Background: an optimization exercise with open tools, aiming at small area, a short achievable clock period and few clock cycles per item. Do not read the settings as production practice.
Power figures rest on the tool's default switching activity, not on a simulated workload.

Setup of rev 12:
==> flow/design.v <==
module huffman(clk, reset, gray_valid, gray_data, CNT_valid, CNT1, CNT2, CNT3, CNT4, CNT5, CNT6,
               code_valid, HC1, HC2, HC3, HC4, HC5, HC6, M1, M2, M3, M4, M5, M6);
input clk;
input reset;
input gray_valid;
input [7:0] gray_data;
output reg CNT_valid;
output [7:0] CNT1, CNT2, CNT3, CNT4, CNT5, CNT6;
output reg code_valid;
output [7:0] HC1, HC2, HC3, HC4, HC5, HC6;
output [7:0] M1, M2, M3, M4, M5, M6;
reg        pv;           
reg  [2:0] pd;
reg        run;          
reg  [3:0] tc;           
reg  [7:0] w [0:5];      
reg  [2:0] p [1:6];      
reg  [4:0] r [1:6];      
assign CNT1 = w[5]; assign CNT2 = w[0]; assign CNT3 = w[1];
assign CNT4 = w[2]; assign CNT5 = w[3]; assign CNT6 = w[4];
wire go      = run | CNT_valid;
wire step    = go & (~tc[3] | (tc[2:0] < 3'd5));    
wire combine = (tc > 4'd4) & tc[0] & (tc != 4'd13);
wire [4:0] uns;
assign uns[0] = tc < 4'd4;
assign uns[1] = tc < 4'd3;
assign uns[2] = tc < 4'd2;
assign uns[3] = tc < 4'd1;
assign uns[4] = 1'b0;
wire [5:1] lt;
genvar gi;
generate for (gi = 1; gi < 6; gi = gi + 1) begin : g_lt
  assign lt[gi] = w[gi] < w[0];
end endgenerate
wire [4:0] c = uns | lt;
wire [2:0] q = c[4] ? 3'd5 : c[3] ? 3'd4 : c[2] ? 3'd3 : c[1] ? 3'd2 : c[0] ? 3'd1 : 3'd0;
reg  [7:0] wsel;
always @* begin
  case (pd)
    3'd1: wsel = w[5];
    3'd2: wsel = w[0];
    3'd3: wsel = w[1];
    3'd4: wsel = w[2];
    3'd5: wsel = w[3];
    default: wsel = w[4];
  endcase
end
wire [7:0] sum = (run ? w[0] : wsel) + (run ? w[1] : 8'd1);
always @(posedge clk or posedge reset) begin
  if (reset) begin
    pv <= 1'b0; pd <= 3'd0; CNT_valid <= 1'b0; code_valid <= 1'b0;
    run <= 1'b0; tc <= 4'd0;
  end else begin
    pv <= gray_valid & ~run;
    pd <= gray_data[2:0];
    CNT_valid <= pv & ~gray_valid;
    if (CNT_valid) run <= 1'b1;
    if (step) tc <= tc + 4'd1;
    code_valid <= step & (tc == 4'd12);
  end
end
wire cnt = pv & (pd != 3'd0) & (pd != 3'd7);
integer i;
always @(posedge clk or posedge reset) begin
  if (reset) begin
    for (i = 0; i < 6; i = i + 1) w[i] <= 8'd0;
  end else if (step) begin
    if (combine) begin
      w[0] <= sum;
      for (i = 1; i < 5; i = i + 1) w[i] <= w[i+1];
      w[5] <= 8'hff;
    end else begin
      for (i = 0; i < 5; i = i + 1)
        if (c[i]) w[i] <= w[i+1];
        else if (i == 0 || c[i-1]) w[i] <= w[0];
      if (c[4]) w[5] <= w[0];
    end
  end else if (cnt) begin
    for (i = 0; i < 5; i = i + 1)
      if (pd == i + 2) w[i] <= sum;
    if (pd == 3'd1) w[5] <= sum;
  end
end
function [4:0] lead(input [4:0] v);    
  lead = {v[4], v[3] & ~v[4], v[2] & ~|v[4:3], v[1] & ~|v[4:2], v[0] & ~|v[4:1]};
endfunction
function [4:0] add_bit(input [4:0] v, input b);   
  reg [4:0] l;
  begin
    l = lead(v);
    add_bit = (v & ~l) | (l & {5{b}}) | {l[3:0], 1'b0};
  end
endfunction
genvar k;
generate for (k = 1; k <= 6; k = k + 1) begin : g_lvl
  wire [2:0] pk = p[k];
  wire top = (pk[2:1] == 2'b00);
  always @(posedge clk or posedge reset) begin
    if (reset) begin
      p[k] <= (k == 1) ? 3'd5 : k - 2;
      r[k] <= 5'b00001;
    end else if (step) begin
      if (combine) begin
        p[k] <= top ? 3'd0 : pk - 3'd1;
        if (top) r[k] <= add_bit(r[k], ~pk[0]);
      end else begin
        if (pk == 3'd0) p[k] <= q;
        else if (pk <= q) p[k] <= pk - 3'd1;
      end
    end
  end
end endgenerate
function [7:0] mask_of(input [4:0] v);
  mask_of = {3'b000, |v[4], |v[4:3], |v[4:2], |v[4:1], |v[4:0]};
endfunction
function [7:0] code_of(input [4:0] v, input b);
  code_of = {3'b000, (v & {1'b0, |v[4], |v[4:3], |v[4:2], |v[4:1]}) | (lead(v) & {5{b}})};
endfunction
assign M1 = mask_of(r[1]); assign HC1 = code_of(r[1], p[1] == 3'd0);
assign M2 = mask_of(r[2]); assign HC2 = code_of(r[2], p[2] == 3'd0);
assign M3 = mask_of(r[3]); assign HC3 = code_of(r[3], p[3] == 3'd0);
assign M4 = mask_of(r[4]); assign HC4 = code_of(r[4], p[4] == 3'd0);
assign M5 = mask_of(r[5]); assign HC5 = code_of(r[5], p[5] == 3'd0);
assign M6 = mask_of(r[6]); assign HC6 = code_of(r[6], p[6] == 3'd0);
endmodule
clock: 4.0 ns
lec_check: 0
cap_margin: 20
core_margin: 2
core_utilization: 40
slew_margin: 20
run.sh (not shown) runs the stock make flow with config.mk's settings and CLKGATE_MAP_FILE= SYNTH_SCRIPT=/design/flow/synth_recipe.tcl, a recipe that flattens the netlist after the stock synthesis.
--- input diff rev 12..rev 13 ---
-- flow/design.v --
<<< rev 12, line 15
reg  [3:0] tc;           
reg  [7:0] w [0:5];      
reg  [2:0] p [1:6];      
reg  [4:0] r [1:6];      
assign CNT1 = w[5]; assign CNT2 = w[0]; assign CNT3 = w[1];
>>> rev 13, line 15
reg  [3:0] tc;           
reg  [7:0] w [0:5];      
reg  [5:0] m [0:5];      
reg  [4:0] r [1:6];      
assign CNT1 = w[5]; assign CNT2 = w[0]; assign CNT3 = w[1];
<<< rev 12, line 34
end endgenerate
wire [4:0] c = uns | lt;
wire [2:0] q = c[4] ? 3'd5 : c[3] ? 3'd4 : c[2] ? 3'd3 : c[1] ? 3'd2 : c[0] ? 3'd1 : 3'd0;
reg  [7:0] wsel;
always @* begin
>>> rev 13, line 34
end endgenerate
wire [4:0] c = uns | lt;
reg  [7:0] wsel;
always @* begin
<<< rev 12, line 65
  if (reset) begin
    for (i = 0; i < 6; i = i + 1) w[i] <= 8'd0;
  end else if (step) begin
    if (combine) begin
      w[0] <= sum;
      for (i = 1; i < 5; i = i + 1) w[i] <= w[i+1];
      w[5] <= 8'hff;
    end else begin
      for (i = 0; i < 5; i = i + 1)
        if (c[i]) w[i] <= w[i+1];
        else if (i == 0 || c[i-1]) w[i] <= w[0];
      if (c[4]) w[5] <= w[0];
    end
  end else if (cnt) begin
>>> rev 13, line 64
  if (reset) begin
    for (i = 0; i < 6; i = i + 1) w[i] <= 8'd0;
    m[0] <= 6'b000010; m[1] <= 6'b000100; m[2] <= 6'b001000;
    m[3] <= 6'b010000; m[4] <= 6'b100000; m[5] <= 6'b000001;
  end else if (step) begin
    if (combine) begin
      w[0] <= sum;
      m[0] <= m[0] | m[1];
      for (i = 1; i < 5; i = i + 1) begin w[i] <= w[i+1]; m[i] <= m[i+1]; end
      w[5] <= 8'hff;
      m[5] <= 6'd0;
    end else begin
      for (i = 0; i < 5; i = i + 1)
        if (c[i]) begin w[i] <= w[i+1]; m[i] <= m[i+1]; end
        else if (i == 0 || c[i-1]) begin w[i] <= w[0]; m[i] <= m[0]; end
      if (c[4]) begin w[5] <= w[0]; m[5] <= m[0]; end
    end
  end else if (cnt) begin
<<< rev 12, line 94
genvar k;
generate for (k = 1; k <= 6; k = k + 1) begin : g_lvl
  wire [2:0] pk = p[k];
  wire top = (pk[2:1] == 2'b00);
  always @(posedge clk or posedge reset) begin
    if (reset) begin
      p[k] <= (k == 1) ? 3'd5 : k - 2;
      r[k] <= 5'b00001;
    end else if (step) begin
      if (combine) begin
        p[k] <= top ? 3'd0 : pk - 3'd1;
        if (top) r[k] <= add_bit(r[k], ~pk[0]);
      end else begin
        if (pk == 3'd0) p[k] <= q;
        else if (pk <= q) p[k] <= pk - 3'd1;
      end
    end
  end
end endgenerate
>>> rev 13, line 97
genvar k;
generate for (k = 1; k <= 6; k = k + 1) begin : g_lvl
  wire a = m[0][k-1];
  wire b = m[1][k-1];
  always @(posedge clk or posedge reset) begin
    if (reset) r[k] <= 5'b00001;
    else if (step & combine & (a | b)) r[k] <= add_bit(r[k], a);
  end
end endgenerate
<<< rev 12, line 117
  code_of = {3'b000, (v & {1'b0, |v[4], |v[4:3], |v[4:2], |v[4:1]}) | (lead(v) & {5{b}})};
endfunction
assign M1 = mask_of(r[1]); assign HC1 = code_of(r[1], p[1] == 3'd0);
assign M2 = mask_of(r[2]); assign HC2 = code_of(r[2], p[2] == 3'd0);
assign M3 = mask_of(r[3]); assign HC3 = code_of(r[3], p[3] == 3'd0);
assign M4 = mask_of(r[4]); assign HC4 = code_of(r[4], p[4] == 3'd0);
assign M5 = mask_of(r[5]); assign HC5 = code_of(r[5], p[5] == 3'd0);
assign M6 = mask_of(r[6]); assign HC6 = code_of(r[6], p[6] == 3'd0);
endmodule
>>> rev 13, line 110
  code_of = {3'b000, (v & {1'b0, |v[4], |v[4:3], |v[4:2], |v[4:1]}) | (lead(v) & {5{b}})};
endfunction
assign M1 = mask_of(r[1]); assign HC1 = code_of(r[1], m[0][0]);
assign M2 = mask_of(r[2]); assign HC2 = code_of(r[2], m[0][1]);
assign M3 = mask_of(r[3]); assign HC3 = code_of(r[3], m[0][2]);
assign M4 = mask_of(r[4]); assign HC4 = code_of(r[4], m[0][3]);
assign M5 = mask_of(r[5]); assign HC5 = code_of(r[5], m[0][4]);
assign M6 = mask_of(r[6]); assign HC6 = code_of(r[6], m[0][5]);
endmodule
## What came out
Number of sinks handled by clock tree synthesis: higher on rev 13
The non-clock buffer count in rev 13 is 0.906 times that in rev 12.
[compare] base=rev 12 new=rev 13: overall routing resource usage went down by 0.26 points; critical path depth went down by 5; power went down by 0.00070 W; synthesized cell count went down by 3.2%; worst setup slack went up by 3.2 ps.
No run of this note included a check of the RTL's function; only the layout flow was run.

==> what the ideal ports hide <==
Ports are ideal in the flow. The routed layouts listed here were re-timed in OpenROAD.
Step 1: set_driving_cell puts a clkbuf_16 on clk and a buf_2 on each other input, an assumption about the parent block.
Step 2 also shifts input and output timing later by t, the mid clock arrival at the registers, as if the neighbouring blocks saw the same clock.
Slacks: no drivers / after step 1 / after step 2; pairs: no drivers / after step 1.
run | t (ns) | slack for setup (ns) | worst data-port slew with drivers (ns)
rev 12 | 0.404 | 0.259 / 0.259 / 0.259 | 0.04
rev 13 | 0.467 | 0.263 / 0.263 / 0.263 | 0.04
After both steps every run listed still meets setup and hold.
